This design comes from an exercise in tuning for small area on the open sky130 flow, not from production work. Only simulation tests tie the RTL to the original design; equivalence was not proved.

==> branch amber: inputs <==
## Top_FFT
module Top_FFT #(parameter INTEGER_SIZE = 8, FRACT_SIZE = 8, NFFT = 128) (
    input  wire clk, rst,
    input  wire start_FFT,
    input  wire signed [INTEGER_SIZE+FRACT_SIZE-1:0] serial_in_r, serial_in_i,
    output wire signed [INTEGER_SIZE+FRACT_SIZE-1:0] serial_out_r, serial_out_i,
    output wire end_FFT, data_valid_FFT
);
reg [8:0] cnt;
always @(posedge clk or negedge rst)
    if (!rst) cnt <= 9'd0;
    else if (start_FFT) cnt <= 9'd1;
    else if (cnt == 9'd0 || cnt == 9'd258) cnt <= 9'd0;
    else cnt <= cnt + 9'd1;
assign data_valid_FFT = (cnt >= 9'd131) && (cnt <= 9'd258);
assign end_FFT = (cnt == 9'd131);
wire signed [15:0] s1_in_r = serial_in_r, s1_in_i = serial_in_i;
wire [6:0] s1_l = cnt[6:0] - 7'd0;
wire s1_b = s1_l[6];
wire [5:0] s1_j = s1_l[5:0];
wire [5:0] s2_l = cnt[5:0] - 6'd0;
wire s2_b = s2_l[5];
wire [4:0] s2_j = s2_l[4:0];
wire [5:0] s3_l = cnt[5:0] - 6'd33;
wire s3_b = s3_l[4];
wire [3:0] s3_j = s3_l[3:0];
wire [4:0] s4_l = cnt[4:0] - 5'd18;
wire s4_b = s4_l[3];
wire [2:0] s4_j = s4_l[2:0];
wire [2:0] s5_l = cnt[2:0] - 3'd3;
wire s5_b = s5_l[2];
wire [1:0] s5_j = s5_l[1:0];
wire [1:0] s6_l = cnt[1:0] - 2'd3;
wire s6_b = s6_l[1];
wire [0:0] s6_j = s6_l[0:0];
wire [0:0] s7_l = cnt[0:0] - 1'd0;
wire s7_b = s7_l[0];
reg [2047:0] s1_dl;
wire signed [15:0] s1_ar = s1_dl[2047:2032], s1_ai = s1_dl[2031:2016];
wire [15:0] s1_gr = s1_in_r & {16{s1_b}}, s1_gi = s1_in_i & {16{s1_b}};
wire s1_sr_s0, s1_sr_c0; assign {s1_sr_c0, s1_sr_s0} = s1_ar[0] + s1_gr[0] + 1'b0;
wire s1_sr_s1, s1_sr_c1; assign {s1_sr_c1, s1_sr_s1} = s1_ar[1] + s1_gr[1] + s1_sr_c0;
wire s1_sr_s2, s1_sr_c2; assign {s1_sr_c2, s1_sr_s2} = s1_ar[2] + s1_gr[2] + s1_sr_c1;
wire s1_sr_s3, s1_sr_c3; assign {s1_sr_c3, s1_sr_s3} = s1_ar[3] + s1_gr[3] + s1_sr_c2;
wire s1_sr_s4, s1_sr_c4; assign {s1_sr_c4, s1_sr_s4} = s1_ar[4] + s1_gr[4] + s1_sr_c3;
wire s1_sr_s5, s1_sr_c5; assign {s1_sr_c5, s1_sr_s5} = s1_ar[5] + s1_gr[5] + s1_sr_c4;
wire s1_sr_s6, s1_sr_c6; assign {s1_sr_c6, s1_sr_s6} = s1_ar[6] + s1_gr[6] + s1_sr_c5;
  ...
make LEC_CHECK=0 CAP_MARGIN=5 CORE_MARGIN=2 CORE_UTILIZATION=65 CTS_BUF_LIST=sky130_fd_sc_hd__clkbuf_8 CTS_CLUSTER_DIAMETER=60 CTS_CLUSTER_SIZE=16 PLACE_DENSITY=0.72 SLEW_MARGIN=5 finish   # period 12.0 ns
run.sh (not shown) runs the stock make flow with config.mk's settings and CLKGATE_MAP_FILE= SYNTH_SCRIPT=/design/flow/synth_recipe.tcl, a recipe that flattens the netlist after the stock synthesis.
==> branch indigo (differences from branch amber) <==
- CTS_CLUSTER_DIAMETER: 60 -> 70
- CTS_CLUSTER_SIZE: 16 -> 14
==> run summary <==
quantity                                                               branch indigo        branch amber
Status                                                      timing/DRC/antenna clean  timing/DRC/antenna clean
Sequential cell area share                                                     59.0%               59.1%
Number of global-route vias before repair                                      74200               73700
Met3 usage                                                                     4.36%               4.63%
Worst hold margin                                                           0.245 ns            0.230 ns
Share of post-route cells with drive strength above 1                          7.36%               7.18%
GR Layer Usage met2                                                            42.4%               42.1%
Final Instance Area                                                       144000 µm²          143000 µm²
Number of detailed-routing iterations run before antenna repair                    6                   5
Post-route clock skew                                                       0.111 ns            0.131 ns
Number of buffers created by CTS                                                 358                 327
Slew HR                                                                        7.21%               7.49%
Number of antenna violations at the first check in global routing                 24                  23
Endpoint of the worst hold path                                    s2_dl[33]$_DFF_P_  s2_dl[364]$_DFF_P_
Area fraction of clock buffers and clock inverters                             3.67%               3.48%
Core occupancy in the finished layout                                          70.2%               70.0%
Setup slack on the worst flop-to-flop path                                   0.98 ns             0.90 ns
Clock buffer cells                                                               363                 333
Total number of vias                                                           69900               69600
Final routed wire length divided by cell count                               20.8 µm             20.7 µm
Post-route clock period utilization                                            96.6%               96.4%
Multi-input logic portion of the cell area                                     31.3%               31.4%

==> inputs of job 6851 <==
Top_FFT, a different RTL version from the one above (not shown whole).
make LEC_CHECK=0 CAP_MARGIN=5 CORE_MARGIN=2 CORE_UTILIZATION=60 CTS_CLUSTER_DIAMETER=70 CTS_CLUSTER_SIZE=32 PLACE_DENSITY=0.7 SLEW_MARGIN=5 finish   # period 12.0 ns
==> job 5343 (differences from job 6851) <==
--- a/flow/config.mk
+++ b/flow/config.mk
@@ -8,7 +8,8 @@
 export CAP_MARGIN = 5
 export CORE_MARGIN = 2
 export CORE_UTILIZATION = 60
-export CTS_CLUSTER_DIAMETER = 70
-export CTS_CLUSTER_SIZE = 32
+export CTS_BUF_LIST = sky130_fd_sc_hd__clkbuf_8
+export CTS_CLUSTER_DIAMETER = 60
+export CTS_CLUSTER_SIZE = 16
 export PLACE_DENSITY = 0.7
 export SLEW_MARGIN = 5
==> job 7971 (differences from job 6851) <==
--- a/flow/config.mk
+++ b/flow/config.mk
@@ -7,8 +7,9 @@
 export LEC_CHECK = 0
 export CAP_MARGIN = 5
 export CORE_MARGIN = 2
-export CORE_UTILIZATION = 60
-export CTS_CLUSTER_DIAMETER = 70
-export CTS_CLUSTER_SIZE = 32
-export PLACE_DENSITY = 0.7
+export CORE_UTILIZATION = 65
+export CTS_BUF_LIST = sky130_fd_sc_hd__clkbuf_8
+export CTS_CLUSTER_DIAMETER = 60
+export CTS_CLUSTER_SIZE = 16
+export PLACE_DENSITY = 0.72
 export SLEW_MARGIN = 5
==> notes <==
- Clock skew: job 7971 is higher than job 6851 (0.024 ns).
- Flip-flop and latch count is the same in job 6851 and job 5343.
- Worst setup slack, lowest first: job 5343, job 7971, job 6851.
- Against job 6851, the sequential share of layout area of job 7971 is higher by 0.39 points.
- Clock-buffer cell count is the same in job 5343 and job 7971.
- Of job 6851 and job 5343, job 5343 has the higher cell count (gap about 1.1%, measured against job 5343).
- In synthesized area, job 7971 and job 5343 do not differ.
- The highest design area belongs to job 6851, the lowest to job 7971.
==> figures <==
item	job 7971	job 6851	job 5343
Setup WS pre-CTS	0.196 ns	0.0864 ns	0.0864 ns
Number of clock buffer instances in the layout	335	175	335
Nets	11700	11600	11800
Fraction of final layout cells sized beyond drive strength 1	6.60%	5.61%	6.88%
Length in cells of the worst reg-to-reg path	35	44	44
Min cycle time layout	11.40 ns	11.31 ns	11.45 ns
Initial Util	65.5%	60.4%	60.4%
Worst path arrival time	9.00 ns	8.91 ns	9.05 ns
Number of filler instances in the final layout	14000	16600	16600
Critical path's largest stage delay	0.57 ns	0.62 ns	0.60 ns
Wire length per cell	20.1 um	20.1 um	20.0 um
Result of the run	timing/DRC/antenna clean	timing/DRC/antenna clean	timing/DRC/antenna clean
Inserted Diodes	7	5	7
Routed length on met2	117000 um	119000 um	119000 um
Chip width	459 um	477 um	477 um
Clock Path Buffers	4	3	4
FF-to-FF setup slack	0.91 ns	0.97 ns	1.05 ns

-- afterwards: timing with drivers on the ports --
How much do the figures lean on ideal ports? The routed layouts below were timed once more, with nothing changed but the port constraints. Step 1 assumes that a clkbuf_16 drives the clock port and a buf_2 every other input. Step 2 also shifts input and output timing later by t, the mid clock arrival at the registers, as if the neighbouring blocks saw the same clock. a / b / c = no drivers / after step 1 / after step 2; a / b = the first two.
| run | t, ns | setup WS [ns] | cell pins on the clock port's net |
|---|---|---|---|
| branch amber | 1.107 | 0.429 / 0.343 / 0.118 | 1 |
| branch indigo | 1.119 | 0.411 / 0.328 / 0.184 | 1 |
| job 6851 | 0.921 | 0.689 / 0.600 / -0.022 | 1 |
| job 5343 | 1.122 | 0.548 / 0.465 / -0.079 | 1 |
| job 7971 | 1.155 | 0.600 / 0.504 / 0.094 | 1 |
Met with ideal ports but missed after step 2: setup timing in job 6851 and job 5343. The setup slack of job 6851, which loses most, moves by -0.089 ns with the drivers and by -0.711 ns with both steps.
